Context: an optimization exercise on an open-source flow, tuned for small area. The choices shown serve that exercise and are no tape-out recipe. RTL that was checked went through simulation tests only; none was proved equivalent to the original. Function not checked in runs 5 and 6: the RTL went through the layout flow alone. The clock port is modelled as an ideal driver; clocking choices that lean on that would not hold on a real chip. Power and IR drop assume default switching activity.

### flow/flow/run.sh
#!/bin/bash
# The standard ORFS layout (the standard.sh, standard synthesis included),
# with the capture muxes swapped for a22o cells and the rest of the logic
# remapped for area by OpenROAD's restructure (flow/pre_floorplan.tcl,
# flow/post_floorplan.tcl),
# smaller port buffers, cells sized down after placement, and a small
# hand-built two-level clock tree (flow/pre_cts.tcl). Each ORFS step logs to
# orfs/logs/; make's own output goes to flow_make.log.
set -euo pipefail
python3 flow/filt_lib.py "$FLOW_HOME/platforms/sky130hd/lib/sky130_fd_sc_hd__tt_025C_1v80.lib" \
  "$PWD/rmp.lib" > filt_lib.log 2>&1
bash standard.sh \
  "RMP_LIB=$PWD/rmp.lib" \
  "BUFFER_PORTS_ARGS=-buffer_cell sky130_fd_sc_hd__buf_1" \
  "POST_RESIZE_TCL=$PWD/flow/post_resize.tcl" \
  "PRE_FLOORPLAN_TCL=$PWD/flow/pre_floorplan.tcl" \
  "POST_FLOORPLAN_TCL=$PWD/flow/post_floorplan.tcl" \
  "PRE_CTS_TCL=$PWD/flow/pre_cts.tcl" \
  "CTS_ARGS=-clk_nets clk -sink_clustering_enable -dont_use_dummy_load -buf_list sky130_fd_sc_hd__clkbuf_8" \
  finish > flow_make.log 2>&1
### flow/flow/filt_lib.py
# Copy a liberty file without the cells ORFS marks don't-use for sky130hd
# (probe cells, lpflow cells), for ABC to map to.
import re, sys
src, dst = sys.argv[1], sys.argv[2]
drop = re.compile(r'sky130_fd_sc_hd__(probe|lpflow_)')
out = []
skip_depth = None
depth = 0
with open(src) as f:
    for line in f:
        if skip_depth is None:
            m = re.match(r'\s*cell\s*\(\s*"?([^")]+)"?\s*\)', line)
            if m and drop.match(m.group(1)):
                skip_depth = depth
        opens = line.count('{'); closes = line.count('}')
        if skip_depth is None:
            out.append(line)
        depth += opens - closes
        if skip_depth is not None and depth <= skip_depth:
            skip_depth = None
with open(dst, 'w') as g:
    g.writelines(out)
### flow/flow/mtree.tcl
# Manual clock tree for a small design: the register clock pins are split
# into K groups of (nearly) equal size by recursive bisection along the
# longer side; each group gets a LEAF buffer at its centre, and one ROOT
# buffer on the clock port drives the K leaf buffers.
proc mct_split {pts K} {
  if {$K <= 1} { return [list $pts] }
  set xs {}; set ys {}
  foreach p $pts { lappend xs [lindex $p 0]; lappend ys [lindex $p 1] }
  set xs [lsort -integer $xs]; set ys [lsort -integer $ys]
  set w [expr {[lindex $xs end] - [lindex $xs 0]}]
  set h [expr {[lindex $ys end] - [lindex $ys 0]}]
  set ax [expr {$w >= $h ? 0 : 1}]
  set sorted [lsort -integer -index $ax $pts]
  set k1 [expr {$K / 2}]
  set n1 [expr {int(round(double([llength $pts]) * $k1 / $K))}]
  return [concat [mct_split [lrange $sorted 0 [expr {$n1 - 1}]] $k1] \
                 [mct_split [lrange $sorted $n1 end] [expr {$K - $k1}]]]
}
proc manual_clock_tree {K leaf root} {
  set block [ord::get_db_block]
  set db [ord::get_db]
  set clknet [$block findNet clk]
  set pts {}
  set i 0
  foreach it [$clknet getITerms] {
    set bb [[$it getInst] getBBox]
    lappend pts [list [expr {([$bb xMin]+[$bb xMax])/2}] [expr {([$bb yMin]+[$bb yMax])/2}] $it]
  }
  set groups [mct_split $pts $K]
  set lm [$db findMaster $leaf]
  set rm [$db findMaster $root]
  set rootnet [odb::dbNet_create $block clknet_root]
  $rootnet setSigType CLOCK
  set k 0
  set sx 0; set sy 0
  foreach g $groups {
    set net [odb::dbNet_create $block clknet_leaf_$k]
    $net setSigType CLOCK
    set gx 0; set gy 0
    foreach p $g {
      set it [lindex $p 2]
      $it disconnect
      $it connect $net
      set gx [expr {$gx + [lindex $p 0]}]; set gy [expr {$gy + [lindex $p 1]}]
    }
    set gx [expr {$gx / [llength $g]}]; set gy [expr {$gy / [llength $g]}]
    set inst [odb::dbInst_create $block $lm clkbuf_leaf_$k]
    [$inst findITerm A] connect $rootnet
    [$inst findITerm X] connect $net
    $inst setLocation $gx $gy
    $inst setPlacementStatus PLACED
    set sx [expr {$sx + $gx}]; set sy [expr {$sy + $gy}]
    puts "clock leaf $k: [llength $g] registers"
    incr k
  }
  set rinst [odb::dbInst_create $block $rm clkbuf_root]
  [$rinst findITerm A] connect $clknet
  [$rinst findITerm X] connect $rootnet
  $rinst setLocation [expr {$sx / $K}] [expr {$sy / $K}]
  $rinst setPlacementStatus PLACED
}

# Undo manual_clock_tree: every register clock pin back on the clock port.
proc remove_manual_clock_tree {} {
  set block [ord::get_db_block]
  set clknet [$block findNet clk]
  foreach net [$block getNets] {
    if {![string match clknet_leaf_* [$net getName]]} continue
    foreach it [$net getITerms] {
      if {[string match clkbuf_leaf_* [[$it getInst] getName]]} continue
      $it disconnect
      $it connect $clknet
    }
  }
  foreach inst [$block getInsts] {
    if {[string match clkbuf_leaf_* [$inst getName]] || [$inst getName] eq "clkbuf_root"} {
      odb::dbInst_destroy $inst
    }
  }
  foreach net [$block getNets] {
    if {[string match clknet_leaf_* [$net getName]] || [$net getName] eq "clknet_root"} {
      odb::dbNet_destroy $net
    }
  }
}

proc worst_clock_pin_slew {} {
  estimate_parasitics -placement
  set worst 0
  foreach p [get_pins -hierarchical */CLK] {
    set s [get_property $p slew_max]
    if {$s > $worst} { set worst $s }
  }
  return $worst
}

proc build_clock_tree {candidates limit} {
  set_propagated_clock [all_clocks]
  foreach c $candidates {
    lassign $c K leaf root
    manual_clock_tree $K sky130_fd_sc_hd__$leaf sky130_fd_sc_hd__$root
    set s [worst_clock_pin_slew]
    puts "clock tree $K x $leaf from $root: estimated worst clock-pin slew $s"
    if {$s <= $limit} { return 1 }
    remove_manual_clock_tree
  }
  return 0
}
### flow/flow/post_floorplan.tcl
# After floorplanning: let OpenROAD's restructure remap the combinational
# logic with ABC for area, against a copy of the library without the don't-use cells (run.sh
# writes it).
set rmp_dir $::env(OBJECTS_DIR)/rmp
file mkdir $rmp_dir
set_dont_use $::env(DONT_USE_CELLS)
restructure -target area -liberty_file $::env(RMP_LIB) \
  -tielo_port sky130_fd_sc_hd__conb_1/LO -tiehi_port sky130_fd_sc_hd__conb_1/HI \
  -work_dir $rmp_dir -abc_logfile $rmp_dir/abc.log
report_design_area
### flow/flow/post_resize.tcl
# After the standard placement resize: size cells down where timing allows
# (power recovery), then repair any slew or capacitance the downsizing broke.
log_cmd repair_timing -recover_power 100 -verbose
log_cmd repair_design -verbose
### flow/flow/pre_cts.tcl
source [file join [file dirname [info script]] mtree.tcl]
build_clock_tree {
  {4 clkbuf_8 clkbuf_2}
  {8 clkbuf_4 clkbuf_2}
  {9 clkbuf_4 clkbuf_2}
  {5 clkbuf_8 clkbuf_2}
  {10 clkbuf_4 clkbuf_2}
  {6 clkbuf_8 clkbuf_2}
  {11 clkbuf_4 clkbuf_2}
  {7 clkbuf_8 clkbuf_2}
} 0.115
### flow/flow/pre_floorplan.tcl
# Before floorplanning: Yosys/ABC maps the transmitter's word capture (load a
# bit of tx_data or take the next ring stage) to one mux2 per bit, all on one
# select net. An a22o (8.76 um2) with the select and its inverse, the inverse
# made once by a shared inverter, does the same in less area than a mux2
# (11.26 um2), so swap every mux2 whose select drives two or more of them.
# Buffers left without a load are removed by the floorplan step.
set block [ord::get_db_block]
set db [ord::get_db]
set a22o [$db findMaster sky130_fd_sc_hd__a22o_1]
set inv [$db findMaster sky130_fd_sc_hd__inv_1]
# the net a select comes from before any buffers ABC put on it
proc unbuffered {net} {
  while 1 {
    set drv ""
    foreach it [$net getITerms] { if {[$it isOutputSignal]} { set drv [$it getInst] } }
    if {$drv eq "" || ![string match sky130_fd_sc_hd__buf_* [[$drv getMaster] getName]]} {
      return $net
    }
    set net [[$drv findITerm A] getNet]
  }
}
set bysel [dict create]
foreach inst [$block getInsts] {
  if {![string match sky130_fd_sc_hd__mux2_* [[$inst getMaster] getName]]} continue
  set snet [unbuffered [[$inst findITerm S] getNet]]
  dict lappend bysel [$snet getId] $inst
}
set n 0
set swapped 0
dict for {sid insts} $bysel {
  if {[llength $insts] < 2} continue
  set snet [odb::dbNet_getNet $block $sid]
  set nnet [odb::dbNet_create $block mux_sel_n_$n]
  set iv [odb::dbInst_create $block $inv mux_sel_inv_$n]
  [$iv findITerm A] connect $snet
  [$iv findITerm Y] connect $nnet
  foreach inst $insts {
    set a0 [[$inst findITerm A0] getNet]
    set a1 [[$inst findITerm A1] getNet]
    set x [[$inst findITerm X] getNet]
    set name [$inst getName]
    odb::dbInst_destroy $inst
    set g [odb::dbInst_create $block $a22o $name]
    [$g findITerm A1] connect $snet
    [$g findITerm A2] connect $a1
    [$g findITerm B1] connect $nnet
    [$g findITerm B2] connect $a0
    [$g findITerm X] connect $x
    incr swapped
  }
  incr n
}
puts "pre_floorplan: $swapped mux2 cells on $n select nets swapped for a22o"

### flow/standard.sh
#!/bin/bash
# synth_recipe.tcl (not shown) runs the flow's synth.tcl, then flattens the netlist and writes it again
# the make line also repeats each setting of config.mk as NAME=value (left out here)
make -C /OpenROAD-flow-scripts/flow DESIGN_CONFIG=/design/flow/config.mk WORK_HOME=/design/flow/orfs CLKGATE_MAP_FILE= SYNTH_SCRIPT=/design/flow/synth_recipe.tcl "${@:-finish}"
### flow/config.mk
export PLATFORM = sky130hd
export DESIGN_NAME = uart_txrx
export DESIGN_NICKNAME = uart_txrx
export VERILOG_FILES = /design/flow/design.v
export SDC_FILE = /design/flow/constraint.sdc
export NUM_CORES = 4
export LEC_CHECK = 0
export CAP_MARGIN = 20
export CORE_MARGIN = 2
export CORE_UTILIZATION = 70
export PLACE_DENSITY = 0.8
export SLEW_MARGIN = 20
### flow/constraint.sdc
create_clock -name core_clock -period 5.0 [get_ports {clk}]
set_input_delay 1.0000 -clock core_clock [delete_from_list [all_inputs] [get_ports {clk}]]
set_output_delay 1.0000 -clock core_clock [all_outputs]
set_load 0.01 [all_outputs]
### flow/design.v
module paritygen(ip, clk, rst, clr, hold, set, setval, parity);
	input ip, clk, rst, clr, hold, set, setval;
	output reg parity;
	always @(posedge clk or posedge rst)
		if (rst)
			parity <= 1'b0;
		else if (clr)
			parity <= 1'b0;
		else if (set)
			parity <= setval;
		else if (!hold)
			parity <= parity ^ ip;
endmodule
module UART_Tx(TransmittedSerialData,DoneTx,DataIn,CLK_Baudin,RstTx,NewData,Flag_in);
	localparam size = 32;
	input [size-1:0] DataIn;
	input CLK_Baudin, RstTx, NewData;
	input Flag_in;
	output TransmittedSerialData;
	output DoneTx;
	localparam [5:0] ST_IDLE  = 6'd0;
	localparam [5:0] ST_FIRST = 6'd3;    
	reg [5:0] counter;
	reg [36:0] ring;
	wire idle = ({counter[3], counter[2], counter[1], counter[0]} == 4'b0000);
	wire pend = ({counter[3], counter[2], counter[1], counter[0]} == 4'b0001);
	wire last = ({counter[3], counter[2], counter[1], counter[0]} == 4'b1000);
	wire inj  = ({counter[5], counter[4], counter[1], counter[0]} == 4'b0010);
	wire load = idle & NewData;
	wire Parity;
	paritygen parity1(.ip(ring[1]), .clk(CLK_Baudin), .rst(RstTx), .clr(load | pend),
	                  .hold(idle), .set(last), .setval(!Flag_in), .parity(Parity));
	always @(posedge CLK_Baudin or posedge RstTx) begin
		if (RstTx)
			counter <= ST_IDLE;
		else if (load | pend)
			counter <= ST_FIRST;
		else if (last & !Flag_in)
			counter <= ST_IDLE;
		else
			counter <= {counter[4:0], counter[5] ^ counter[0]};
	end
	localparam [36:0] INV = 37'h2_AAAA_AAA8;
	wire [36:0] ring_v = ring ^ INV;    
	always @(posedge CLK_Baudin) begin
		ring[36]    <= load | ring[0];
		ring[35:34] <= ring[36:35];
		ring[33:2]  <= (load ? DataIn : ring_v[34:3]) ^ INV[33:2];
		ring[1]     <= load ? 1'b0 : inj ? Parity : ring_v[2];
		ring[0]     <= load ? 1'b1 : inj ? Parity : ring[1];
	end
	assign TransmittedSerialData = ring[0] | idle;
	assign DoneTx = idle & Parity;
endmodule
module UART_Rx(DataOut, DoneRx, SerialInputData, CLK_Baudin, RstRx, Flag_Rx, DoneTx);
	parameter size = 32;
	input SerialInputData;
	input CLK_Baudin, RstRx;
	input DoneTx;  
	output [size-1:0] DataOut;
	output DoneRx;
	output Flag_Rx;
	localparam [5:0] ST_IDLE  = 6'd0;
	localparam [5:0] ST_FIRST = 6'd9;
	reg [5:0] counter;
	reg [size+1:0] shift_reg;
	reg good;
	wire idle  = ({counter[5], counter[2], counter[1], counter[0]} == 4'b0000);
	wire check = ({counter[3], counter[2], counter[1], counter[0]} == 4'b0100);
	always @(posedge CLK_Baudin or posedge RstRx) begin
		if (RstRx) begin
			counter <= ST_IDLE;
			good <= 1'b0;
		end else begin
			if (idle)
				counter <= SerialInputData ? ST_IDLE : ST_FIRST;
			else if (check)
				counter <= ST_IDLE;
			else
				counter <= {counter[4:0], counter[5] ^ counter[4]};
			if (idle)
				good <= !SerialInputData;
			else if (!check)
				good <= good ^ SerialInputData;
		end
	end
	always @(posedge CLK_Baudin)
		shift_reg <= {SerialInputData, shift_reg[size+1:1]};
	assign DataOut = shift_reg[size-1:0];
	assign Flag_Rx = check & !good;
	assign DoneRx = idle & good;
endmodule
module uart_txrx (
    input  wire        clk,        
    input  wire        rst,        
    input  wire [31:0] tx_data,    
    input  wire        tx_start,   
    input  wire        tx_retry,   
    output wire        txd,        
    output wire        tx_done,    
    input  wire        rxd,        
    output wire [31:0] rx_data,    
    output wire        rx_done,    
    output wire        rx_error    
);
    UART_Tx u_tx (
        .TransmittedSerialData(txd),
        .DoneTx(tx_done),
        .DataIn(tx_data),
        .CLK_Baudin(clk),
        .RstTx(rst),
        .NewData(tx_start),
        .Flag_in(tx_retry)
    );
    UART_Rx u_rx (
        .DataOut(rx_data),
        .DoneRx(rx_done),
        .SerialInputData(rxd),
        .CLK_Baudin(clk),
        .RstRx(rst),
        .Flag_Rx(rx_error),
        .DoneTx(tx_done)
    );
endmodule
==> flow_summary.yaml, run 1 <==
outcome:
  outcome: "complete, no violations"
sta:
  fmax_mhz: 337.7
  grt_setup_unrepaired: "no"
  whs_ns: 0.3395
  final_max_slew_viol_count: 0
  relSlewSlack_pct: 60.47
  period_minus_slack_ns: 2.962
  finalSetupViolCount: 0
  finalCritPeriodShare_pct: 59.23
  worst_slew_pin_slew_ns: 0.5875
  final_hold_viol_count: 0
  fin_tns_setup_ns: 0
  layout_setup_ws_ns: 2.038
  skew_ns: 0.01668
layout:
  synthToLayoutAreaGrowth_pct: -0.6088
  final_common_cell: "buf_1"
  fin_cells: 307
  nets: 298
  nFillCells: 277
  largest_reg_flops: 37
  mostFrequentLayoutCells: "buf_1 (72), dfxtp_1 (71), nor2_1 (22), a21oi_1 (17), o22ai_1 (17)"
  drive_gt1_share_pct: 3.861
  antenna_cells: 0
power_and_ir_drop:
  powerDensity_nw_per_um2: 570.6
  leakage_uw: 0.001053
  vdd_ir_drop_max_uv: 301.4
global_routing:
  grt_pass1_vias: 1382
  grt_overflow: 0
  globalRouteTotalUtil_pct: 17.65
  antenna_found_initial: 0
  grt_pass1_wl_um: 6030
  grt_max_degree: 51
placed_design:
  pre_cts_ws_ns: 2.440
  io_buffers: 72
  dp.cells: 298
  gp_congestion: 0.8215
  hpwl_um: 2698
route:
  viasPerCell: 4.883
  antenna_left: 0
  drcViolationCount: 0
  wire_per_inst_um: 12.29
  first_pass_iters: 4
  drt_iter0_drc: 58
  vias: 1499
  wirelength_um: 3773
clocking:
  clk_latency_ns: 0.45
  hold_buffers: 0
  clkTransAtPathRegs_ns: 0.10
  cts_resized: 0
  post_cts_buffers: 0
run:
  maxCapViolations: 0
min_path:
  hp-class: "reg2reg"
floorplan:
  chipWidth_um: 65.78
  io_pins: 73
  placement_rows: 22
  die_area_sq_um: 4326
  start_util_pct: 72.97
  core_region_area_sq_um: 3661
  dieHeight_um: 65.78
yosys:
  synth-seq-cells: 85
  synth_fp_nets: 255
  syn_area_sq_um: 2671
  ys_warn_count: 3
  netlist_instances: 218
  synthDistinctLibCells: 26
  ys_seq_area_share_pct: 66.32
  avgSynthCellArea_sq_um: 12.25
worst_setup_path:
  worstPathRequired_ns: 4.00
  endpoint_kind: "output port"
  cp_data_arrival_time_ns: 1.96
  slowest_stage: "nor4_1"
  slowest_delay_ns: 0.56
  crit_path_start_kind: "flop"
  crit_chain: "nor4_1 > clkinv_1 > nor2b_1 > buf_1"
  crit_type: "reg2out"
  crit_path_max_fanout: 4
## power breakdown
part	switching, uW	internal (uW)	total, uW
Sequential	92.3	900	993
Combinational	138	134	271
Clock	172	78.9	251
## path summary, 6_finish.rpt
kind,depth (start not counted),start,slack [ns],endpoint
max in group asynchronous,2,rst,4.28,u_rx.counter[4]
worst max register to register,5,u_tx.counter[0],2.93,u_tx.ring[36]
worst min register to register,0,u_tx.ring[36],0.34,u_tx.ring[35]
min in group asynchronous,2,rst,0.46,u_tx.counter[0]
worst max-delay path,4,u_rx.counter[0],2.04,rx_done
worst min-delay path,0,u_tx.ring[36],0.34,u_tx.ring[35]
## metrics by stage
stage                     cell area (sq um)  total power [uW]  util (%)
after floorplan                        2671              1236         -
after global placement                 2590              1263     70.75
after detailed placement               2590              1280     70.75
after CTS                              2655              1531     72.52
after global routing                   2655              1618     72.52
final                                  2655              1515     72.52
## critical path, delay by kind of cell, from the launching register on
kind / cells / cell delay, ns
DFF: 1 / 0.40
buffers and inverters: 2 / 0.41
and+or+nand+nor: 2 / 0.71
## synth_stat cells
cell,n,area share (%)
buf_2,4,0.75
buf_4,34,9.6
buf_6,1,0.42
a41oi_2,1,0.61
and2_1,4,0.94
inv_1,2,0.28
or4b_1,2,0.75
nand2_1,5,0.70
buf_1,1,0.14
nand3_1,17,3.2
dfrtp_1,14,13
o21ai_1,18,3.4
or2_1,1,0.23
and3_1,2,0.47
or4_1,2,0.56
xor2_1,3,0.98
a21o_1,1,0.28
mux2i_1,18,6.7
or3_4,1,0.42
dfxtp_1,71,53
nand3b_1,2,0.56
clkbuf_1,4,0.56
or3b_4,1,0.42
nor4_1,3,0.70
nor2_1,4,0.56
nand2b_1,2,0.47
## routing by layer
metal | global-route usage [%] | up-vias | part of all wire, %
met5 | 0 | - | 0
met4 | 3.646 | 0 | 0.50
met3 | 3.918 | 2 | 8.2
met2 | 29.17 | 49 | 46
met1 | 24.11 | 673 | 45
li1 | - | 775 | -
## final cells by class
class,count,area [sq um],share of cell area (%)
flip-flops and latches,85,1772,66.73
multi-input cells,83,446.7,16.82
inverters,9,33.78,1.272
well taps,48,60.06,2.262
plain buffers,9,65.06,2.451
repair buffers,73,277.8,10.46
## logic make-up (layout without fill, tap and decap cells)
family,count (synthesis),in the layout,synth area share [%]
AND/OR/NAND/NOR,46,40,9.976
XOR/XNOR,3,2,0.9838
multiplexers,18,0,6.745
buffers and inverters,46,91,11.71
AO/OA/AOI/OAI,20,41,4.263
flip-flops,85,85,66.32
==> run 2, diff against run 1 <==
--- a/flow/design.v
+++ b/flow/design.v
@@ -64,3 +64,4 @@
 	localparam [5:0] ST_FIRST = 6'd9;
-	reg [5:0] counter;
+	reg count0, count1, count2, count3, count4, count5;
+	wire [5:0] counter = {count5, count4, count3, count2, count1, count0};
 	reg [size+1:0] shift_reg;
@@ -71,11 +72,4 @@
 		if (RstRx) begin
-			counter <= ST_IDLE;
 			good <= 1'b0;
 		end else begin
-			if (idle)
-				counter <= SerialInputData ? ST_IDLE : ST_FIRST;
-			else if (check)
-				counter <= ST_IDLE;
-			else
-				counter <= {counter[4:0], counter[5] ^ counter[4]};
 			if (idle)
@@ -86,2 +80,27 @@
 	end
+	reg [5:0] counter_next;
+	always @* begin
+		if (idle)
+			counter_next = SerialInputData ? ST_IDLE : ST_FIRST;
+		else if (check)
+			counter_next = ST_IDLE;
+		else
+			counter_next = {counter[4:0], counter[5] ^ counter[4]};
+	end
+	always @(posedge CLK_Baudin or posedge RstRx)
+		if (RstRx) count0 <= 1'b0;
+		else count0 <= counter_next[0];
+	always @(posedge CLK_Baudin or posedge RstRx)
+		if (RstRx) count1 <= 1'b0;
+		else count1 <= counter_next[1];
+	always @(posedge CLK_Baudin or posedge RstRx)
+		if (RstRx) count2 <= 1'b0;
+		else count2 <= counter_next[2];
+	always @(posedge CLK_Baudin)
+		count3 <= counter_next[3];
+	always @(posedge CLK_Baudin)
+		count4 <= counter_next[4];
+	always @(posedge CLK_Baudin or posedge RstRx)
+		if (RstRx) count5 <= 1'b0;
+		else count5 <= counter_next[5];
 	always @(posedge CLK_Baudin)
--- a/flow/config.mk
+++ b/flow/config.mk
@@ -7,3 +7,3 @@
 export LEC_CHECK = 0
-export CAP_MARGIN = 20
+export CAP_MARGIN = 0
 export CORE_MARGIN = 2
@@ -11,2 +11,2 @@
 export PLACE_DENSITY = 0.8
-export SLEW_MARGIN = 20
+export SLEW_MARGIN = 0
==> run 2 against run 1 <==
- flip-flop and latch count unchanged
- sequential power about the same
- clock skew decreased by 0.0013 ns
- first-iteration DRC count increased by 71%
- combinational power about the same
- area after synthesis decreased by 0.37%
- wire length decreased by 2.8%
- via count increased by 1.9%
- hold slack got worse by 0.012 ns
- critical path depth unchanged
- largest power group unchanged
==> flow_summary.yaml, run 2 <==
route:
  first_pass_iters: 4
  vias: 1527
  antenna_left: 0
  viasPerCell: 4.990
  drt_iter0_drc: 99
  wirelength_um: 3667
  wire_per_inst_um: 11.98
  drcViolationCount: 0
sta:
  period_minus_slack_ns: 2.915
  final_hold_viol_count: 0
  fmax_mhz: 343.1
  grt_setup_unrepaired: "no"
  worst_slew_pin_slew_ns: 0.5728
  skew_ns: 0.01538
  final_max_slew_viol_count: 0
  finalCritPeriodShare_pct: 58.30
  fin_tns_setup_ns: 0
  relSlewSlack_pct: 61.46
  finalSetupViolCount: 0
  whs_ns: 0.3277
outcome:
  outcome: "complete, no violations"
power_and_ir_drop:
  power.share.sequential_pct: 65.5
  leakage_uw: 0.001042
  combPwrFrac_pct: 17.6
  p_sw_uw: 399.6
  powerDensity_nw_per_um2: 572.5
  intPower_uw: 1117
  clock_power_share_pct: 16.9
  vdd_ir_drop_max_uv: 345.9
  switching_share_pct: 26.36
yosys:
  synth-seq-cells: 85
  synthTopCellsByArea: "dfxtp_1 (55%), dfrtp_1 (11%), buf_4 (9.6%), mux2i_1 (6.8%), o21ai_1 (3.4%)"
  synth_fp_nets: 255
  synth_xor_area_share_pct: 0.9873
  synthDistinctLibCells: 26
  avgSynthCellArea_sq_um: 12.21
  syn_area_sq_um: 2661
  yosys.area.top_type: "dfxtp_1"
  synth_compound_area_share_pct: 4.278
  synth_simple_gate_area_share_pct: 10.01
  ys_warn_count: 3
  ys_seq_area_share_pct: 66.20
  synthMuxAreaShare_pct: 6.770
  synth_enable_flop_cells: 0
  netlist_instances: 218
  async_reset_ff_share_pct: 14.12
  synth_top_area_share_pct: 54.91
  yosysMostFrequentCell: "dfxtp_1"
  yosys-top-cells-count: "dfxtp_1 (73), buf_4 (34), mux2i_1 (18), o21ai_1 (18), nand3_1 (17)"
  synth_top_family_by_area: "buffers and inverters"
  synth_top_flop_cell: "dfxtp_1"
  synthAdderAreaFrac_pct: 0
clocking:
  cts_resized: 0
  clkTransAtPathRegs_ns: 0.11
  clk_latency_ns: 0.46
  post_cts_buffers: 0
  hold_buffers: 0
worst_setup_path:
  crit_family: "simple AND/OR/NAND/NOR gates"
  crit_path_start_kind: "flop"
  worstPathRequired_ns: 4.00
  crit_chain: "nor4_1 > clkinv_1 > nor2b_1 > buf_1"
  crit_path_max_fanout: 4
  crit_type: "reg2out"
  cp_data_arrival_time_ns: 1.91
  endpoint_kind: "output port"
  slowest_delay_ns: 0.53
  slowest_stage: "nor4_1"
  worst-path-buf-inv: 2
layout:
  final_common_cell: "dfxtp_1"
  mostFrequentLayoutCells: "dfxtp_1 (73), buf_1 (72), nor2_1 (21), o22ai_1 (18), a21oi_1 (17)"
  synthToLayoutAreaGrowth_pct: -0.4701
  nets: 297
  antenna_cells: 0
  drive_gt1_share_pct: 3.876
  largest_reg_flops: 37
floorplan:
  start_util_pct: 72.69
  placement_rows: 22
  chipWidth_um: 65.66
  dieHeight_um: 65.66
  io_pins: 73
  die_area_sq_um: 4311
  core_region_area_sq_um: 3661
run:
  maxCapViolations: 0
global_routing:
  grt_pass1_vias: 1415
  grt_pass1_wl_um: 5823
  grt_overflow: 0
  globalRouteTotalUtil_pct: 16.93
  grt_max_degree: 51
  antenna_found_initial: 0
min_path:
  hp-class: "reg2reg"
placed_design:
  hpwl_um: 2602
  io_buffers: 72
  gp_congestion: 0.7990
run 2: cell count changes in the layout (fill, tap and decap cells not counted), moves of 2 or more:
cell and change:
nor2b_1 +3, nand2_1 -2, dfxtp_1 +2, dfrtp_1 -2, clkinv_1 -2
run 2: per-stage QoR:
step                      util [%]  power, uW  area [sq um]  std cells  setup slack (ns)
final                        72.35       1516          2649        306             2.085
after global routing         72.35       1620          2649        306             1.863
after CTS                    72.35       1535          2649        306             2.047
after detailed placement     70.57       1281          2584        297             2.450
after global placement       70.57       1263          2584        297             2.456
after floorplan                  -       1236          2661        218             2.854
run 2: cell type report:
| class | instances | area (sq um) |
|---|---|---|
| Timing Repair Buffer | 73 | 277.8 |
| Sequential cell | 85 | 1762 |
| Tap cell | 48 | 60.06 |
| Fill cell | 293 | 1012 |
| Buffer | 9 | 65.06 |
| Multi-Input combinational cell | 84 | 457.9 |
| Inverter | 7 | 26.28 |
run 2: per-layer routing:
metal,wire length [um],GRT usage (%)
met1,1551,21.51
met2,1721,29.29
met3,352,3.938
met4,42,3.906
met5,0,0
run 2: worst reg2reg max path, cell delays in order (launching register included):
cell and delay, ns:
dfrtp_1 0.45, nor4_1 0.11, nand2_1 0.08, buf_4 0.38
clkinv_1 0.55, or2_0 0.36
run 2: worst paths after layout:
| kind | endpoint | from | cells past startpoint | slack [ns] |
|---|---|---|---|---|
| min | u_tx.ring[34] | u_tx.ring[35] | 0 | 0.33 |
| min reg2reg | u_tx.ring[34] | u_tx.ring[35] | 0 | 0.33 |
| min in group asynchronous | u_rx.good | rst | 2 | 0.44 |
| max in group asynchronous | u_rx.count5 | rst | 2 | 4.33 |
| max | rx_done | u_rx.count0 | 4 | 2.09 |
| max reg2reg | u_tx.ring[36] | u_tx.counter[0] | 5 | 2.97 |
run 2: cells by family after synthesis:
group	count (synthesis)
buf+inv	46
compound gates	20
xor+xnor	3
mux	18
flops	85
simple gates	46
run 2: power by group through the flow:
stage	clock network [uW]	registers [uW]	logic [uW]
floorplan	0	986	249
finish	256	993	268
global route	295	1020	308
CTS	267	996	272
detailed placement	0	1010	271
global placement	0	1000	261
==> run 3, diff against run 2 <==
--- a/flow/config.mk
+++ b/flow/config.mk
@@ -7,3 +7,3 @@
 export LEC_CHECK = 0
-export CAP_MARGIN = 0
+export CAP_MARGIN = 20
 export CORE_MARGIN = 2
@@ -11,2 +11,2 @@
 export PLACE_DENSITY = 0.8
-export SLEW_MARGIN = 0
+export SLEW_MARGIN = 20
==> run 3 against run 2 <==
- combinational power hardly changed
- critical path depth stayed put
- register-to-register slack hardly changed
- highest routed layer unchanged
==> flow_summary.yaml, run 3 <==
outcome:
  outcome: "complete, no violations"
min_path:
  hp-class: "reg2reg"
  hp-start: "u_tx.ring[35]"
  whs_path_depth: 0
placed_design:
  gp_congestion: 0.7990
  pre_cts_ws_ns: 2.450
  hpwl_um: 2602
  io_buffers: 72
yosys:
  yosys-top-cells-count: "dfxtp_1 (73), buf_4 (34), mux2i_1 (18), o21ai_1 (18), nand3_1 (17)"
  synth_enable_flop_cells: 0
  yosysMostFrequentCell: "dfxtp_1"
  synth_fp_nets: 255
  synth_top_flop_cell: "dfxtp_1"
  ys_seq_area_share_pct: 66.20
  yosys.area.top_type: "dfxtp_1"
  synth_top_area_share_pct: 54.91
  netlist_instances: 218
  synthDistinctLibCells: 26
  syn_area_sq_um: 2661
  avgSynthCellArea_sq_um: 12.21
  async_reset_ff_share_pct: 14.12
  ys_warn_count: 3
  synth-seq-cells: 85
  synthTopCellsByArea: "dfxtp_1 (55%), dfrtp_1 (11%), buf_4 (9.6%), mux2i_1 (6.8%), o21ai_1 (3.4%)"
floorplan:
  start_util_pct: 72.69
  die_area_sq_um: 4311
  placement_rows: 22
  io_pins: 73
  chipWidth_um: 65.66
  dieHeight_um: 65.66
  core_region_area_sq_um: 3661
worst_setup_path:
  crit_start: "u_rx.count0"
  ff2ff_path_depth: 5
  crit_type: "reg2out"
  crit_path_start_kind: "flop"
  endpoint_kind: "output port"
  slowest_stage: "nor4_1"
  slowest_delay_ns: 0.53
  crit_chain: "nor4_1 > clkinv_1 > nor2b_1 > buf_1"
  cp_data_arrival_time_ns: 1.91
  reg2reg_from: "u_tx.counter[0]"
  regToRegSetupSlack_ns: 2.97
  cp-endpoint: "rx_done"
  crit_path_max_fanout: 4
  reg2reg_to: "u_tx.ring[36]"
  worstPathRequired_ns: 4.00
global_routing:
  grt_max_degree: 51
  grt_pass1_wl_um: 5823
  antenna_found_initial: 0
  grt_pass1_vias: 1415
  grt_overflow: 0
  globalRouteTotalUtil_pct: 16.93
sta:
  relSlewSlack_pct: 61.46
  finalSetupViolCount: 0
  skew_ns: 0.01538
  worst_slew_pin_slew_ns: 0.5728
  final_max_slew_viol_count: 0
  final_hold_viol_count: 0
  layout_setup_ws_ns: 2.085
  fin_tns_setup_ns: 0
  finalCritPeriodShare_pct: 58.30
  grt_setup_unrepaired: "no"
  period_minus_slack_ns: 2.915
  fmax_mhz: 343.1
layout:
  final_common_cell: "dfxtp_1"
  mostFrequentLayoutCells: "dfxtp_1 (73), buf_1 (72), nor2_1 (21), o22ai_1 (18), a21oi_1 (17)"
  antenna_cells: 0
  nets: 297
  largest_reg_flops: 37
  drive_gt1_share_pct: 3.876
  synthToLayoutAreaGrowth_pct: -0.4701
  nFillCells: 293
power_and_ir_drop:
  leakage_uw: 0.001042
  powerDensity_nw_per_um2: 572.5
  vdd_ir_drop_max_uv: 345.9
route:
  drt_iter0_drc: 99
  drcViolationCount: 0
  wirelength_um: 3667
  wire_per_inst_um: 11.98
  viasPerCell: 4.990
  antenna_left: 0
  first_pass_iters: 4
  vias: 1527
clocking:
  post_cts_buffers: 0
  clkTransAtPathRegs_ns: 0.11
  clk_latency_ns: 0.46
  hold_buffers: 0
  cts_resized: 0
run:
  maxCapViolations: 0
## run 3: critical path: cells and delay by family, from the launching register on
family | cells | cell delay (ns)
and+or+nand+nor | 2 | 0.68
DFF | 1 | 0.41
buffers and inverters | 2 | 0.38
## run 3: logic make-up (layout without fill, tap and decap cells)
kind of cell | after synthesis | in the layout | synth area share, %
AND/OR/NAND/NOR | 46 | 42 | 10.01
buffers and inverters | 46 | 89 | 11.75
flip-flops | 85 | 85 | 66.20
multiplexers | 18 | 0 | 6.770
XOR/XNOR | 3 | 2 | 0.9875
AO/OA/AOI/OAI | 20 | 40 | 4.279
## run 3: per-layer routing
metal  wire, um  track usage, %  up-vias
met1       1551           21.51      688
met4         42           3.906        0
met2       1721           29.29       60
li1           -               -      770
met3        352           3.938        9
met5          0               0        -
## run 3: worst min-delay path by stage
| stage | endpoint | slack, ns |
|---|---|---|
| finish | u_tx.ring[34] | 0.33 |
| global route | u_tx.ring[35] | 0.35 |
| CTS | u_tx.ring[34] | 0.34 |
| detailed placement | u_tx.ring[34] | 0.32 |
| global placement | u_tx.ring[34] | 0.31 |
| floorplan | u_rx.shift_reg[31] | 0.31 |
## run 3: layout make-up
type / count / area (sq um) / share of cell area [%]
Multi-Input combinational cell: 84 / 457.9 / 17.29
Tap cell: 48 / 60.06 / 2.267
Inverter: 7 / 26.28 / 0.9920
Sequential cell: 85 / 1762 / 66.51
Timing Repair Buffer: 73 / 277.8 / 10.49
Buffer: 9 / 65.06 / 2.456
## run 3: power breakdown
| part | total [uW] | internal (uW) | switching [uW] |
|---|---|---|---|
| clock network | 256 | 78.8 | 177 |
| registers | 993 | 901 | 92.1 |
| logic | 268 | 137 | 131 |
## run 3: stage by stage
step	util, %	hold WS (ns)	cells	area (sq um)	total power [uW]
after floorplan	-	0.3096	218	2661	1236
after global placement	70.57	0.3110	297	2584	1263
after detailed placement	70.57	0.3153	297	2584	1281
after CTS	72.35	0.3387	306	2649	1535
after global routing	72.35	0.3509	306	2649	1620
final	72.35	0.3277	306	2649	1516
==> run 4, diff against run 3 <==
--- a/flow/design.v
+++ b/flow/design.v
@@ -66,3 +66,3 @@
 	wire [5:0] counter = {count5, count4, count3, count2, count1, count0};
-	reg [size+1:0] shift_reg;
+	reg [size-1:0] shift_reg;
 	reg good;
@@ -105,5 +105,6 @@
 		else count5 <= counter_next[5];
+	wire rotate = (!counter[0] & !counter[4] & !counter[5]);
 	always @(posedge CLK_Baudin)
-		shift_reg <= {SerialInputData, shift_reg[size+1:1]};
-	assign DataOut = shift_reg[size-1:0];
+		shift_reg <= {rotate ? shift_reg[0] : SerialInputData, shift_reg[size-1:1]};
+	assign DataOut = {shift_reg[size-3:0], shift_reg[size-1:size-2]};
 	assign Flag_Rx = check & !good;
==> run 4 against run 3 <==
- clock power is 4% lower
- cell count is 0.65% lower
- die area fell by 9.3%
- fmax is 1.2% higher
- core utilization rose by 6.9 points
- flip-flop and latch count shrank 2
==> flow_summary.yaml, run 4 <==
outcome:
  outcome: "complete, no violations"
worst_setup_path:
  slowest_stage: "nor4_1"
  crit_chain: "nor4_1 > clkinv_1 > nor2b_1 > buf_1"
  crit_family: "simple AND/OR/NAND/NOR gates"
  crit_path_max_fanout: 4
  cp_data_arrival_time_ns: 1.88
  crit_type: "reg2out"
  worst-path-buf-inv: 2
  slowest_delay_ns: 0.53
  worstPathRequired_ns: 4.00
  crit_path_start_kind: "flop"
  endpoint_kind: "output port"
floorplan:
  core_region_area_sq_um: 3311
  dieHeight_um: 62.52
  placement_rows: 21
  start_util_pct: 72.41
  io_pins: 73
  die_area_sq_um: 3909
  chipWidth_um: 62.52
yosys:
  ys_seq_area_share_pct: 71.82
  netlist_instances: 186
  synth_simple_gate_area_share_pct: 11.33
  yosys-top-cells-count: "dfxtp_1 (71), mux2i_1 (18), o21ai_1 (18), nand3_1 (17), dfrtp_1 (12)"
  synth_xor_area_share_pct: 1.096
  synthMuxAreaShare_pct: 7.985
  synth_compound_area_share_pct: 4.749
  synthTopCellsByArea: "dfxtp_1 (59%), dfrtp_1 (13%), mux2i_1 (7.5%), o21ai_1 (3.8%), nand3_1 (3.5%)"
  synth_top_flop_cell: "dfxtp_1"
  ys_warn_count: 3
  yosysMostFrequentCell: "dfxtp_1"
  async_reset_ff_share_pct: 14.46
  syn_area_sq_um: 2397
  synth-seq-cells: 83
  yosys.area.top_type: "dfxtp_1"
  synthDistinctLibCells: 28
  avgSynthCellArea_sq_um: 12.89
  synth_top_family_by_area: "simple AND/OR/NAND/NOR gates"
  synth_top_area_share_pct: 59.29
  synth_fp_nets: 223
  synthAdderAreaFrac_pct: 0
  synth_enable_flop_cells: 0
power_and_ir_drop:
  leakage_uw: 0.001032
  powerDensity_nw_per_um2: 596.7
  power_uw: 1565
  vdd_ir_drop_max_uv: 351.1
placed_design:
  placed_area_sq_um: 2559
  pre_cts_ws_ns: 2.453
  io_buffers: 72
  hpwl_um: 2585
  gp_congestion: 0.8305
route:
  wirelength_um: 3622
  wl_met2_um: 1608
  vias: 1486
  top_layer: "met4"
  first_pass_iters: 4
  drt_iter0_drc: 58
  viasPerCell: 4.888
  antenna_left: 0
  wire_per_inst_um: 11.91
  dr_wl_met3_um: 296
  wl_met1_um: 1685
  drcViolationCount: 0
sta:
  layout_setup_ws_ns: 2.119
  relSlewSlack_pct: 62.93
  final_max_slew_viol_count: 0
  fin_tns_setup_ns: 0
  finalSetupViolCount: 0
  final_hold_viol_count: 0
  fmax_mhz: 347.1
  period_minus_slack_ns: 2.881
  skew_ns: 0.01149
  worst_slew_pin_slew_ns: 0.5509
  grt_setup_unrepaired: "no"
  finalCritPeriodShare_pct: 57.62
layout:
  nets: 297
  mostFrequentLayoutCells: "buf_1 (72), dfxtp_1 (71), nor2_1 (21), o22ai_1 (18), a21oi_1 (17)"
  final_common_cell: "buf_1"
  drive_gt1_share_pct: 3.876
  final_area_sq_um: 2624
  multi_input_area_sq_um: 475.5
  nFillCells: 218
  antenna_cells: 0
  largest_reg_flops: 37
  synthToLayoutAreaGrowth_pct: 9.447
  regArea_sq_um: 1722
min_path:
  hp-class: "reg2reg"
global_routing:
  globalRouteTotalUtil_pct: 18.82
  antenna_found_initial: 0
  grt_pass1_vias: 1458
  grt_pass1_wl_um: 6134
  grt_overflow: 0
  grt_max_degree: 51
clocking:
  cts_resized: 0
  clk_latency_ns: 0.44
  post_cts_buffers: 0
  clkTransAtPathRegs_ns: 0.09
  hold_buffers: 0
run:
  maxCapViolations: 0
[run 4: cell count changes after synthesis, sizes merged]
cell / delta
nor3: +1
mux2: +1
dfxtp: -2
buf: -32
[run 4: power breakdown]
group / switching [uW] / internal, uW / total [uW]
clock network: 167 / 78.9 / 246
registers: 105 / 910 / 1010
logic: 154 / 151 / 305
total: 426 / 1140 / 1570
[run 4: cells by family after synthesis]
kind of cell / count (synthesis)
AO/OA/AOI/OAI: 20
XOR/XNOR: 3
buffers and inverters: 14
flip-flops: 83
multiplexers: 19
AND/OR/NAND/NOR: 47
[run 4: final cells by class]
| class | instances | share of cell area (%) |
|---|---|---|
| well taps | 46 | 2.194 |
| repair buffers | 73 | 10.59 |
| inverters | 7 | 1.001 |
| plain buffers | 9 | 2.480 |
| multi-input cells | 86 | 18.12 |
| flip-flops and latches | 83 | 65.62 |
[run 4: worst paths after layout]
check,startpoint,end,slack [ns],cells past startpoint
min,u_tx.ring[35],u_tx.ring[34],0.33,0
max in group asynchronous,rst,u_tx.parity1.parity,4.31,2
min reg2reg,u_tx.ring[35],u_tx.ring[34],0.33,0
min in group asynchronous,rst,u_tx.counter[0],0.46,2
max reg2reg,u_tx.counter[0],u_tx.ring[36],2.96,5
max,u_rx.count0,rx_done,2.12,4
[run 4: metal layers]
| metal | up-vias | track usage (%) |
|---|---|---|
| met1 | 658 | 26.58 |
| met5 | - | 0 |
| met4 | 0 | 3.056 |
| met2 | 52 | 30.78 |
| met3 | 4 | 4.144 |
| li1 | 772 | - |
[run 4: through the flow]
stage               std cells  hold WS (ns)  utilization, %
CTS                       304        0.3379           79.25
global route              304        0.3477           79.25
floorplan                 186        0.3096               -
finish                    304        0.3339           79.25
global placement          295        0.3122           77.29
detailed placement        295        0.3151           77.29
[run 4: worst reg2reg max path, cell delays in order (launching register included)]
cell      delay (ns)
dfrtp_1         0.45
nor4_1          0.11
nand2_1         0.08
buf_4           0.38
clkinv_1        0.55
or2_0           0.36
==> run 5, diff against run 4 <==
--- a/flow/design.v
+++ b/flow/design.v
@@ -22,3 +22,4 @@
 	localparam [5:0] ST_FIRST = 6'd3;    
-	reg [5:0] counter;
+	reg count0, count1, count2, count3, count4, count5;
+	wire [5:0] counter = {count5, count4, count3, count2, count1, count0};
 	reg [36:0] ring;
@@ -32,12 +33,27 @@
 	                  .hold(idle), .set(last), .setval(!Flag_in), .parity(Parity));
-	always @(posedge CLK_Baudin or posedge RstTx) begin
-		if (RstTx)
-			counter <= ST_IDLE;
-		else if (load | pend)
-			counter <= ST_FIRST;
-		else if (last & !Flag_in)
-			counter <= ST_IDLE;
+	reg [5:0] counter_next;
+	always @* begin
+		if (load | pend)
+			counter_next = ST_FIRST;
+		else if (idle | (last & !Flag_in))
+			counter_next = ST_IDLE;
 		else
-			counter <= {counter[4:0], counter[5] ^ counter[0]};
+			counter_next = {counter[4:0], counter[5] ^ counter[0]};
 	end
+	always @(posedge CLK_Baudin or posedge RstTx)
+		if (RstTx) count0 <= 1'b0;
+		else count0 <= counter_next[0];
+	always @(posedge CLK_Baudin or posedge RstTx)
+		if (RstTx) count1 <= 1'b0;
+		else count1 <= counter_next[1];
+	always @(posedge CLK_Baudin or posedge RstTx)
+		if (RstTx) count2 <= 1'b0;
+		else count2 <= counter_next[2];
+	always @(posedge CLK_Baudin or posedge RstTx)
+		if (RstTx) count3 <= 1'b0;
+		else count3 <= counter_next[3];
+	always @(posedge CLK_Baudin)
+		count4 <= counter_next[4];
+	always @(posedge CLK_Baudin)
+		count5 <= counter_next[5];
 	localparam [36:0] INV = 37'h2_AAAA_AAA8;
@@ -66,3 +82,3 @@
 	wire [5:0] counter = {count5, count4, count3, count2, count1, count0};
-	reg [size-1:0] shift_reg;
+	reg [size+1:0] shift_reg;
 	reg good;
@@ -105,6 +121,5 @@
 		else count5 <= counter_next[5];
-	wire rotate = (!counter[0] & !counter[4] & !counter[5]);
 	always @(posedge CLK_Baudin)
-		shift_reg <= {rotate ? shift_reg[0] : SerialInputData, shift_reg[size-1:1]};
-	assign DataOut = {shift_reg[size-3:0], shift_reg[size-1:size-2]};
+		shift_reg <= {SerialInputData, shift_reg[size+1:1]};
+	assign DataOut = shift_reg[size-1:0];
 	assign Flag_Rx = check & !good;
==> run 5 against run 4 <==
- first-iteration DRC count shrank 31%
- combinational power is essentially flat
- synthesized cell count up 19%
- hold slack better by 0.0063 ns
- fmax down 17%
- clock skew increased by 0.00064 ns
- register-to-register slack lost 1.4 ns
- total power decreased by 0.95%
- largest power group unchanged
==> flow_summary.yaml, run 5 <==
sta:
  worst_slew_pin_slew_ns: 0.8951
  grt_setup_unrepaired: "no"
  relSlewSlack_pct: 40.32
  skew_ns: 0.01213
  fin_tns_setup_ns: 0
  final_hold_viol_count: 0
  finalCritPeriodShare_pct: 69.07
  fmax_mhz: 289.6
  finalSetupViolCount: 0
  period_minus_slack_ns: 3.454
  final_max_slew_viol_count: 0
yosys:
  ys_seq_area_share_pct: 63.78
  netlist_instances: 222
  yosys-top-cells-count: "dfxtp_1 (75), buf_4 (32), mux2i_1 (18), nor3_1 (17), dfrtp_1 (10)"
  synth_fp_nets: 259
  synth_top_area_share_pct: 54.67
  synthDistinctLibCells: 36
  yosysMostFrequentCell: "dfxtp_1"
  ys_warn_count: 3
  syn_area_sq_um: 2746
  synth-seq-cells: 85
  synthTopCellsByArea: "dfxtp_1 (55%), dfrtp_1 (9.1%), buf_4 (8.7%), mux2i_1 (6.6%), nor3_1 (3.1%)"
  async_reset_ff_share_pct: 11.76
  synth_top_flop_cell: "dfxtp_1"
  avgSynthCellArea_sq_um: 12.37
  yosys.area.top_type: "dfxtp_1"
  synth_enable_flop_cells: 0
placed_design:
  placed_area_sq_um: 2590
  gp_congestion: 0.8233
  io_buffers: 72
  hpwl_um: 2806
  dp.cells: 304
floorplan:
  start_util_pct: 73.91
  core_region_area_sq_um: 3716
  die_area_sq_um: 4440
  placement_rows: 22
  io_pins: 73
  chipWidth_um: 66.64
  dieHeight_um: 66.64
outcome:
  outcome: "complete, no violations"
route:
  vias: 1558
  drcViolationCount: 0
  first_pass_iters: 4
  antenna_left: 0
  viasPerCell: 4.978
  drt_iter0_drc: 40
  wirelength_um: 3976
  wire_per_inst_um: 12.70
worst_setup_path:
  worstPathRequired_ns: 5.32
  crit_path_max_fanout: 31
  crit_path_start_kind: "flop"
  crit_type: "reg2reg"
  endpoint_kind: "flop"
  cp_data_arrival_time_ns: 3.78
  ff2ff_path_depth: 10
layout:
  nFillCells: 299
  largest_reg_flops: 37
  final_area_sq_um: 2656
  multi_input_area_sq_um: 462.9
  drive_gt1_share_pct: 3.774
  fin_cells: 313
  regArea_sq_um: 1752
  nets: 304
  final_common_cell: "dfxtp_1"
  synthToLayoutAreaGrowth_pct: -3.280
  antenna_cells: 0
  mostFrequentLayoutCells: "dfxtp_1 (75), buf_1 (72), nor2_1 (24), a21oi_1 (18), o22ai_1 (18)"
clocking:
  clk_latency_ns: 0.45
  cts_resized: 0
  post_cts_buffers: 0
  clkTransAtPathRegs_ns: 0.10
  hold_buffers: 0
global_routing:
  antenna_found_initial: 0
  grt_max_degree: 32
  grt_pass1_wl_um: 6265
  grt_pass1_vias: 1459
  grt_overflow: 0
  globalRouteTotalUtil_pct: 17.68
run:
  maxCapViolations: 0
power_and_ir_drop:
  vdd_ir_drop_max_uv: 301.8
  powerDensity_nw_per_um2: 583.8
  leakage_uw: 0.001051
min_path:
  whs_path_depth: 0
  hp-class: "reg2reg"
run 5: area by class of cell:
cell class / count / share of cell area (%)
well taps: 48 / 2.261
multi-input cells: 87 / 17.43
plain buffers: 9 / 2.449
flip-flops and latches: 85 / 65.94
repair buffers: 74 / 10.50
inverters: 10 / 1.413
run 5: critical path, cell delays in order, from the launching register on:
cell      delay (ns)
dfrtp_1         0.42
nor2_1          0.22
clkinv_1        0.15
nor2_1          0.17
nand2_1         0.12
nor2_1          0.09
clkbuf_1        0.68
clkinv_1        0.66
clkbuf_2        0.52
nor2_1          0.23
a21oi_1         0.06
run 5: cell families (layout without fill, tap and decap cells):
| kind of cell | Yosys count | in the layout | share of synthesized area [%] |
|---|---|---|---|
| AO/OA/AOI/OAI | 28 | 45 | 6.971 |
| XOR/XNOR | 3 | 1 | 0.9569 |
| buffers and inverters | 47 | 93 | 12.80 |
| flip-flops | 85 | 85 | 63.78 |
| multiplexers | 18 | 0 | 6.560 |
| AND/OR/NAND/NOR | 41 | 41 | 8.930 |
run 5: path summary, 6_finish.rpt:
check	start	slack (ns)	to
min in group asynchronous	rst	0.42	u_tx.count3
hold reg to reg	u_rx.shift_reg[32]	0.34	u_rx.shift_reg[31]
max in group asynchronous	rst	4.38	u_rx.count5
hold / removal	u_rx.shift_reg[32]	0.34	u_rx.shift_reg[31]
setup / recovery	u_tx.count1	1.55	u_tx.ring[16]
setup reg to reg	u_tx.count1	1.55	u_tx.ring[16]
run 5: stage by stage:
stage	total power, uW	hold slack [ns]	setup WS (ns)	util (%)
floorplan	1326	0.3096	2.699	-
global placement	1294	0.3115	2.033	69.70
finish	1551	0.3402	1.546	71.48
CTS	1562	0.3431	1.404	71.45
detailed placement	1308	0.3174	1.308	69.70
global route	1657	0.3469	1.154	71.48
run 5: layer usage:
layer	GRT usage [%]	vias to the layer above	share of wire, %	wire (um)
li1	-	793	-	-
met3	2.703	6	6.2	245
met2	30.75	43	48	1913
met1	23.27	716	44	1763
met4	4.082	0	1.3	53
met5	0	-	0	0
run 5: report_power, final:
| part | internal, uW | total, uW | switching, uW |
|---|---|---|---|
| sequential | 900 | 993 | 92.7 |
| clock | 78.8 | 253 | 175 |
| combinational | 143 | 304 | 161 |
| total | 1120 | 1550 | 429 |
==> run 6, diff against run 5 <==
--- a/flow/design.v
+++ b/flow/design.v
@@ -58,4 +58,2 @@
 		count5 <= counter_next[5];
-	localparam [36:0] INV = 37'h2_AAAA_AAA8;
-	wire [36:0] ring_v = ring ^ INV;    
 	always @(posedge CLK_Baudin) begin
@@ -63,4 +61,4 @@
 		ring[35:34] <= ring[36:35];
-		ring[33:2]  <= (load ? DataIn : ring_v[34:3]) ^ INV[33:2];
-		ring[1]     <= load ? 1'b0 : inj ? Parity : ring_v[2];
+		ring[33:2]  <= load ? DataIn : ring[34:3];
+		ring[1]     <= load ? 1'b0 : inj ? Parity : ring[2];
 		ring[0]     <= load ? 1'b1 : inj ? Parity : ring[1];
==> run 6 against run 5 <==
- still clean on timing, DRC and antenna
- clock power hardly changed
- hold slack worse by 0.0023 ns
- critical path depth is 6 lower
- clock skew is 0.0048 ns higher
- critical path type is now reg2out
- highest routed layer unchanged
==> flow_summary.yaml, run 6 <==
layout:
  drive_gt1_share_pct: 4.435
  antenna_cells: 0
  fin_util_pct: 74.24
  synthToLayoutAreaGrowth_pct: 2.961
  final_area_sq_um: 2698
  nets: 287
  nFillCells: 264
  mostFrequentLayoutCells: "dfxtp_1 (75), buf_1 (72), a22o_1 (32), clkinv_1 (10), dfrtp_1 (10)"
  largest_reg_flops: 37
  final_common_cell: "dfxtp_1"
worst_setup_path:
  endpoint_kind: "output port"
  worstPathRequired_ns: 4.00
  crit_type: "reg2out"
  crit_path_start_kind: "flop"
  worst-path-buf-inv: 2
  slowest_stage: "nor4_1"
  crit_path_max_fanout: 4
  crit_chain: "nor4_1 > clkinv_1 > nor2b_1 > buf_1"
  cp_data_arrival_time_ns: 1.98
  slowest_delay_ns: 0.60
  crit_family: "simple AND/OR/NAND/NOR gates"
yosys:
  ys_warn_count: 3
  syn_area_sq_um: 2620
  avgSynthCellArea_sq_um: 13.10
  synth_fp_nets: 237
  netlist_instances: 200
global_routing:
  grt_pass1_vias: 1452
  grt_max_degree: 36
  grt_pass1_wl_um: 6423
  grt_overflow: 0
  globalRouteTotalUtil_pct: 18.71
  antenna_found_initial: 0
clocking:
  hold_buffers: 0
  clkTransAtPathRegs_ns: 0.10
  clk_latency_ns: 0.44
  cts_resized: 0
  post_cts_buffers: 0
placed_design:
  io_buffers: 72
  gp_congestion: 0.7975
  pre_cts_ws_ns: 2.037
  placed_area_sq_um: 2633
  hpwl_um: 2821
sta:
  fmax_mhz: 335.2
  finalCritPeriodShare_pct: 59.67
  layout_setup_ws_ns: 2.017
  fin_tns_setup_ns: 0
  final_hold_viol_count: 0
  relSlewSlack_pct: 46.09
  finalSetupViolCount: 0
  grt_setup_unrepaired: "no"
  period_minus_slack_ns: 2.983
  worst_slew_pin_slew_ns: 0.8037
  skew_ns: 0.01690
  final_max_slew_viol_count: 0
floorplan:
  dieHeight_um: 65.18
  start_util_pct: 72.11
  placement_rows: 22
  core_region_area_sq_um: 3633
  die_area_sq_um: 4248
  chipWidth_um: 65.18
  io_pins: 73
power_and_ir_drop:
  vdd_ir_drop_max_uv: 351.2
  power_uw: 1604
  powerDensity_nw_per_um2: 594.7
  leakage_uw: 0.001074
run:
  maxCapViolations: 0
outcome:
  outcome: "complete, no violations"
route:
  wirelength_um: 3971
  vias: 1510
  drcViolationCount: 0
  antenna_left: 0
  wire_per_inst_um: 13.42
  first_pass_iters: 4
  viasPerCell: 5.101
  drt_iter0_drc: 75
min_path:
  hp-class: "reg2reg"
==> run 6: final timing paths <==
| path | from | to | slack [ns] | cells past startpoint |
|---|---|---|---|---|
| max | u_rx.count0 | rx_done | 2.02 | 4 |
| min | u_tx.ring[35] | u_tx.ring[34] | 0.34 | 0 |
| max reg2reg | u_tx.count1 | u_tx.ring[4] | 2.16 | 8 |
| min reg2reg | u_tx.ring[35] | u_tx.ring[34] | 0.34 | 0 |
| max in group asynchronous | rst | u_rx.count0 | 4.36 | 2 |
| min in group asynchronous | rst | u_tx.parity1.parity | 0.43 | 2 |
==> run 6: per-layer routing <==
layer | global-route usage, % | routed length (um) | up-vias
met3 | 2.740 | 253 | 5
met1 | 25.26 | 1769 | 709
met5 | 0 | 0 | -
met2 | 32.14 | 1905 | 41
met4 | 4.167 | 43 | 0
li1 | - | - | 755
==> run 6: report_power, final <==
| part | total (uW) | switching [uW] | leakage, uW | internal (uW) |
|---|---|---|---|---|
| clock network | 255 | 176 | 0.0000410 | 78.9 |
| registers | 998 | 97.5 | 0.000752 | 900 |
| logic | 352 | 159 | 0.000281 | 193 |
==> run 6: layout make-up <==
type	instances	area (sq um)	area share, %
buffer	9	65.06	2.412
timing repair buffer	73	277.8	10.30
inverter	10	37.54	1.391
tap	48	60.06	2.226
sequential	85	1752	64.93
multi-input combinational	71	505.5	18.74
==> run 6: metrics by stage <==
step	std cells	hold slack (ns)
CTS	296	0.3438
global placement	287	0.3132
detailed placement	287	0.3143
global route	296	0.3410
finish	296	0.3379
floorplan	200	0.3096

[what the ideal ports hide]
In the flow no input, the clock included, has a driving cell. The finished layouts below were timed again as built, in two steps. Step 1 assumes that a clkbuf_16 drives the clock port and a buf_2 every other input. Step 2 adds t to the input delays and takes it off the output delays; t is the mean of the earliest and latest rising clock arrival at the registers after step 1. Input paths then give back, and output paths get back, about the clock's delay inside the block. a / b / c = ideal / step 1 / step 2; a / b = the first two.
run	shift t [ns]	setup slack, ns	worst hold slack (ns)	worst setup path after step 2
run 1	0.463	2.038 / 2.013 / 2.432	0.339 / 0.339 / 0.339	input to register
run 2	0.470	2.085 / 2.063 / 2.455	0.328 / 0.328 / 0.328	input to register
run 3	0.470	2.085 / 2.063 / 2.455	0.328 / 0.328 / 0.328	input to register
run 4	0.454	2.119 / 2.095 / 2.452	0.334 / 0.334 / 0.334	input to register
run 5	0.469	1.546 / 1.546 / 1.421	0.340 / 0.340 / 0.340	input to register
run 6	0.460	2.017 / 1.992 / 2.053	0.338 / 0.338 / 0.338	input to register
After both steps every run listed still meets setup and hold. For run 5, which loses most, drivers alone change the setup slack by 0.000 ns; drivers and shift together by -0.125 ns.
